This design comes from an exercise in tuning for small area on the open sky130 flow, not from production work. The RTL was checked by simulation tests, not by an equivalence proof against the original design. The clock port is modelled as an ideal driver, which makes a skipped or thinned clock tree look cheaper than it is; a real chip needs a root buffer or a tree. Power and IR drop assume default switching activity.

==> flow/design.v (excerpt) <==
module calculator (
  input         clk,
  input         res,
  input  [0:15] keys,
  output [7:0]  data_lcd,
  output        send_lcd
);
reg [3:0] k;
integer j;
always @* begin
  k = 4'd0;
  for (j = 0; j < 16; j = j + 1)
    if (keys[j]) k = j;
end
wire any   = |keys;
wire digit = any & (k < 4'd10);
reg  [7:0] L;
reg  [6:0] D;
reg  [7:0] H;
reg  [2:0] op;      
reg  [1:0] c;       
reg        prev, run;
reg  [4:0] s;
wire op_none = (op == 3'b000);
wire is_addsub = op[2];
wire is_sub = op[2] & op[0];
wire is_mul = op[1] & ~op[0];
wire is_div = op[1] & op[0];
wire c11 = c[1] & c[0];
wire start = any & ~prev;
wire opkey = any & ~digit & ~(k[3:2] == 2'b11 & ~k[0]);   
wire eqkey = any & (k == 4'd14);
wire clrkey = any & (k == 4'd12);
wire take  = start & digit & ~c[1];
wire mov   = start & opkey & op_none;
wire eq   = run & ~c11 & (eqkey | s[4] | s[3] | s[2] | (s[1] & s[0]));
wire mv   = run & c11;                
wire dg   = run & ~c11 & ~eq;         
wire p0 = eq & (s[4:3] == 2'd0);
wire p1 = run & (s[4:3] == 2'd1);
wire p2 = run & (s[4:3] == 2'd2);
wire p3 = run & (s[4:3] == 2'd3);
wire last0 = p0 & (s[2:0] == 3'd7);
wire fin = (run & (s == 5'd31)) | (mv & (s[2:0] == 3'd7)) | (dg & s[1]);
wire mulm = p0 & is_mul;
wire divm = p0 & is_div;
wire hin = ((p0 & ~op_none & ~is_mul) | p2) & L[7];
wire [7:0] Hs = {H[6:0], hin};
wire gD  = (take & c[0]) | (dg & s[0] & c[1]) | mov |
           (last0 & ~op[1]) | (mulm & L[7]) | divm;
wire inv = (last0 & is_sub) | (divm & ~H[7]);
wire c0 = H[3] | (H[2] & (H[1] | H[0]));
wire c1 = H[7] | (H[6] & (H[5] | H[4]));
wire [7:0] Y = ({1'b0, {7{gD}} & D} ^ {8{inv}}) |
               ({8{p2}} & {1'b0, c1, c1, 2'b00, c0, c0, 1'b0}) |
               ({8{dg & s[1] & digit}} & {4'd0, k});
wire [8:0] cy;
wire [7:0] S;
  ...
clock: 12.0 ns
lec_check: 0
abc_area: 1
cap_margin: 20
core_area: 2.3 2.72 61.64 61.2
die_area: 0 0 64 64
slew_margin: 20
standard.sh (not shown) runs the stock make flow with config.mk's settings and CLKGATE_MAP_FILE= SYNTH_SCRIPT=/design/flow/synth_recipe.tcl, a recipe that flattens the netlist after the stock synthesis.
==> flow/flow/run.sh <==
#!/bin/bash
# The standard layout with three changes:
#  - synthesis: the standard synthesis (standard.sh synth), but with an
#    area-oriented ABC script (flow/abc_area.script) and without the adder-cell
#    extraction, so that ABC maps all of the combinational logic. The registers
#    are the ones the standard synthesis makes. ABC's deepsyn is randomized, so
#    eight syntheses with different seeds run, four at a time (each in
#    try<seed>/, with its own log), and the smallest netlist is laid out. If all
#    fail, a plain area script, then the unchanged standard synthesis, is used.
#  - ports: buffered with the smallest buffer, buf_1.
#  - clock tree: clkbuf_4 buffers, without dummy load cells.
set -uo pipefail
here=$PWD
best=""
bestarea=""
for sd in 1 2 3 4 5 6 7 8; do
  rm -rf "try$sd"; mkdir -p "try$sd"
  cp -r "$FLOW_HOME/scripts" "try$sd/scripts"
  sed "s/@SEED@/$sd/" flow/abc_area.script > "try$sd/scripts/abc_area.script"
  sed "s#WORK_HOME=[^ ]*#WORK_HOME=$here/try$sd/orfs#" standard.sh > "try$sd/standard.sh"
  ( bash "try$sd/standard.sh" synth SCRIPTS_DIR="$here/try$sd/scripts" ADDER_MAP_FILE= > "try$sd/synth.log" 2>&1; echo $? > "try$sd/rc" ) &
  if [[ $sd == 4 ]]; then wait; fi
done
wait
for sd in 1 2 3 4 5 6 7 8; do
  stat="try$sd/orfs/reports/$FLOW_PLATFORM/calculator/base/synth_stat.txt"
  if [[ "$(cat try$sd/rc)" == 0 && -f "$stat" ]]; then
    a=$(grep "Chip area for module" "$stat" | tail -1 | awk '{print $NF}')
    echo "seed $sd: area $a" >> synth_choice.log
    if [[ -z "$best" ]] || awk -v a="$a" -v b="$bestarea" 'BEGIN{exit !(a < b)}'; then best=$sd; bestarea=$a; fi
  else
    echo "seed $sd: failed" >> synth_choice.log
  fi
done
rm -rf orfs
if [[ -n "$best" ]]; then
  echo "chosen: seed $best ($bestarea)" >> synth_choice.log
  mv "try$best/orfs" orfs
else
  rm -rf scripts_area; cp -r "$FLOW_HOME/scripts" scripts_area
  cp flow/abc_fallback.script scripts_area/abc_area.script
  if ! bash standard.sh synth SCRIPTS_DIR="$here/scripts_area" ADDER_MAP_FILE= > synth_fallback.log 2>&1; then
    rm -rf orfs
    bash standard.sh synth > synth_standard.log 2>&1
  fi
fi
set -e
bash standard.sh finish BUFFER_PORTS_ARGS="-buffer_cell sky130_fd_sc_hd__buf_1" \
  CTS_ARGS="-sink_clustering_enable -repair_clock_nets -buf_list sky130_fd_sc_hd__clkbuf_4 -dont_use_dummy_load" > layout.log 2>&1
==> flow/flow/abc_area.script <==
&get -n
&st
&deepsyn -T 30 -S @SEED@
&dch -f
&nf -a -R 1000
&put
topo
dnsize -c
==> flow/flow/abc_fallback.script <==
&get -n
&st
&syn2
&dch -f
&nf -a -R 1000
&put
topo
dnsize -c
The first run finished clean.
Change:
--- a/flow/flow/run.sh
+++ b/flow/flow/run.sh
@@ -5,14 +5,16 @@
 #    extraction, so that ABC maps all of the combinational logic. The registers
 #    are the ones the standard synthesis makes. ABC's deepsyn is randomized, so
-#    eight syntheses with different seeds run, four at a time (each in
-#    try<seed>/, with its own log), and the smallest netlist is laid out. If all
-#    fail, a plain area script, then the unchanged standard synthesis, is used.
+#    the synthesis runs with twelve seeds, four at a time (each in try<seed>/,
+#    with its own log), and the smallest netlist is laid out. If all fail, a
+#    plain area script, then the unchanged standard synthesis, is used.
 #  - ports: buffered with the smallest buffer, buf_1.
 #  - clock tree: clkbuf_4 buffers, without dummy load cells.
 set -uo pipefail
 here=$PWD
+SEEDS="2"
 best=""
 bestarea=""
-for sd in 1 2 3 4 5 6 7 8; do
+n=0
+for sd in $SEEDS; do
   rm -rf "try$sd"; mkdir -p "try$sd"
   cp -r "$FLOW_HOME/scripts" "try$sd/scripts"
@@ -20,8 +22,9 @@
   sed "s#WORK_HOME=[^ ]*#WORK_HOME=$here/try$sd/orfs#" standard.sh > "try$sd/standard.sh"
   ( bash "try$sd/standard.sh" synth SCRIPTS_DIR="$here/try$sd/scripts" ADDER_MAP_FILE= > "try$sd/synth.log" 2>&1; echo $? > "try$sd/rc" ) &
-  if [[ $sd == 4 ]]; then wait; fi
+  n=$((n + 1))
+  if (( n % 4 == 0 )); then wait; fi
 done
 wait
-for sd in 1 2 3 4 5 6 7 8; do
+for sd in $SEEDS; do
   stat="try$sd/orfs/reports/$FLOW_PLATFORM/calculator/base/synth_stat.txt"
   if [[ "$(cat try$sd/rc)" == 0 && -f "$stat" ]]; then
@@ -47,3 +50,4 @@
 set -e
 bash standard.sh finish BUFFER_PORTS_ARGS="-buffer_cell sky130_fd_sc_hd__buf_1" \
-  CTS_ARGS="-sink_clustering_enable -repair_clock_nets -buf_list sky130_fd_sc_hd__clkbuf_4 -dont_use_dummy_load" > layout.log 2>&1
+  CTS_ARGS="-sink_clustering_enable -repair_clock_nets -buf_list sky130_fd_sc_hd__clkbuf_4 -dont_use_dummy_load" \
+  POST_CTS_TCL="$here/flow/onebuf.tcl" ONEBUF_CELL=sky130_fd_sc_hd__clkbuf_16 > layout.log 2>&1
==> flow/flow/abc_area.script (replaced) <==
&get -n
&st
&deepsyn -J 500 -T 300 -S @SEED@
&dch -f
&nf -a -R 1000
&put
topo
dnsize -c
==> flow/flow/onebuf.tcl (new file) <==
# Collapse the clock tree CTS built into its root buffer alone: every sink of the
# leaf buffers moves to the root buffer's output, and the leaf buffers go.
set db [ord::get_db]
set block [ord::get_db_block]
set clkport_net [$block findNet clk]
set root ""
foreach it [$clkport_net getITerms] { if {[$it isInputSignal]} { set root [$it getInst] } }
set rootout [[$root findITerm X] getNet]
set leaves {}
foreach it [$rootout getITerms] {
  if {[$it isInputSignal] && [string match "*clkbuf*" [[[$it getInst] getMaster] getName]]} { lappend leaves [$it getInst] }
}
foreach leaf $leaves {
  set lnet [[$leaf findITerm X] getNet]
  set sinks {}
  foreach it [$lnet getITerms] { if {[$it isInputSignal]} { lappend sinks $it } }
  foreach it $sinks { $it disconnect; $it connect $rootout }
  [$leaf findITerm A] disconnect
  [$leaf findITerm X] disconnect
  odb::dbInst_destroy $leaf
  odb::dbNet_destroy $lnet
}
$root swapMaster [$db findMaster $::env(ONEBUF_CELL)]
puts "ONEBUF: removed [llength $leaves] leaf buffers, root [$root getName] is $::env(ONEBUF_CELL)"
# put the buffer at the centre of its sinks; detailed placement legalizes it
set sx 0; set sy 0; set n 0
foreach it [$rootout getITerms] {
  if {[$it isInputSignal]} { set b [[$it getInst] getBBox]; set sx [expr {$sx + ([$b xMin]+[$b xMax])/2}]; set sy [expr {$sy + ([$b yMin]+[$b yMax])/2}]; incr n }
}
$root setLocation [expr {$sx / $n}] [expr {$sy / $n}]
$root setPlacementStatus PLACED
detailed_placement
Outcome:
- routed wire length is higher by a few percent
- total power decreases by a few percent
- global-route usage goes up by 2.5 points
- clock-buffer cell count falls by 4
Change:
--- a/flow/flow/run.sh
+++ b/flow/flow/run.sh
@@ -9,8 +9,11 @@
 #    plain area script, then the unchanged standard synthesis, is used.
 #  - ports: buffered with the smallest buffer, buf_1.
-#  - clock tree: clkbuf_4 buffers, without dummy load cells.
+#  - clock tree: CTS builds it from clkbuf_4 buffers without dummy load cells;
+#    then flow/onebuf.tcl (POST_CTS_TCL) collapses it into its root buffer,
+#    sized to clkbuf_16 and moved to the centre of the flip-flops, which drives
+#    every flip-flop's clock pin (the clock port feeds only that buffer).
 set -uo pipefail
 here=$PWD
-SEEDS="2"
+SEEDS="1 2 3 4 5 6 7 8 9 10 11 12"
 best=""
 bestarea=""
The new run completed with no timing, DRC or antenna violations.
Fmax is unchanged.
Power does not change.
Clock power barely changes.
Design area is unchanged.
First-iteration DRC count is unchanged.
Count of clock-buffer cells in the layout does not change.
Setup slack stays the same.
Change:
--- a/flow/flow/run.sh
+++ b/flow/flow/run.sh
@@ -9,8 +9,5 @@
 #    plain area script, then the unchanged standard synthesis, is used.
 #  - ports: buffered with the smallest buffer, buf_1.
-#  - clock tree: CTS builds it from clkbuf_4 buffers without dummy load cells;
-#    then flow/onebuf.tcl (POST_CTS_TCL) collapses it into its root buffer,
-#    sized to clkbuf_16 and moved to the centre of the flip-flops, which drives
-#    every flip-flop's clock pin (the clock port feeds only that buffer).
+#  - clock tree: clkbuf_4 buffers, without dummy load cells.
 set -uo pipefail
 here=$PWD
@@ -53,4 +50,3 @@
 set -e
 bash standard.sh finish BUFFER_PORTS_ARGS="-buffer_cell sky130_fd_sc_hd__buf_1" \
-  CTS_ARGS="-sink_clustering_enable -repair_clock_nets -buf_list sky130_fd_sc_hd__clkbuf_4 -dont_use_dummy_load" \
-  POST_CTS_TCL="$here/flow/onebuf.tcl" ONEBUF_CELL=sky130_fd_sc_hd__clkbuf_16 > layout.log 2>&1
+  CTS_ARGS="-sink_clustering_enable -repair_clock_nets -buf_list sky130_fd_sc_hd__clkbuf_4 -dont_use_dummy_load" > layout.log 2>&1
removed: flow/flow/onebuf.tcl
Effect: Final area came out higher by about 0.6%. Utilization came out higher by 0.37 points. Die area is unchanged.

-- separate check: timing with driven ports --
Ports are ideal in the flow. The routed layouts listed here were re-timed in OpenROAD. Step 1: set_driving_cell puts a clkbuf_16 on clk and a buf_2 on each other input, an assumption about the parent block. Step 2 also shifts input and output timing later by t, the mid clock arrival at the registers, as if the neighbouring blocks saw the same clock. Slacks: ideal / step 1 / step 2; pairs: ideal / step 1.
run	t, ns	slack for setup (ns)	latest minus earliest clock arrival (ns)
the first run	0.350	4.810 / 4.811 / 4.461	0.025 / 0.024
the second run	0.208	4.537 / 4.546 / 4.338	0.005 / 0.006
the third run	0.208	4.537 / 4.546 / 4.338	0.005 / 0.006
the fourth run	0.357	4.734 / 4.737 / 4.380	0.017 / 0.017
After both steps setup and hold are still met in every run listed. For the fourth run, which loses most, drivers alone change the setup slack by +0.003 ns; drivers and shift together by -0.354 ns.
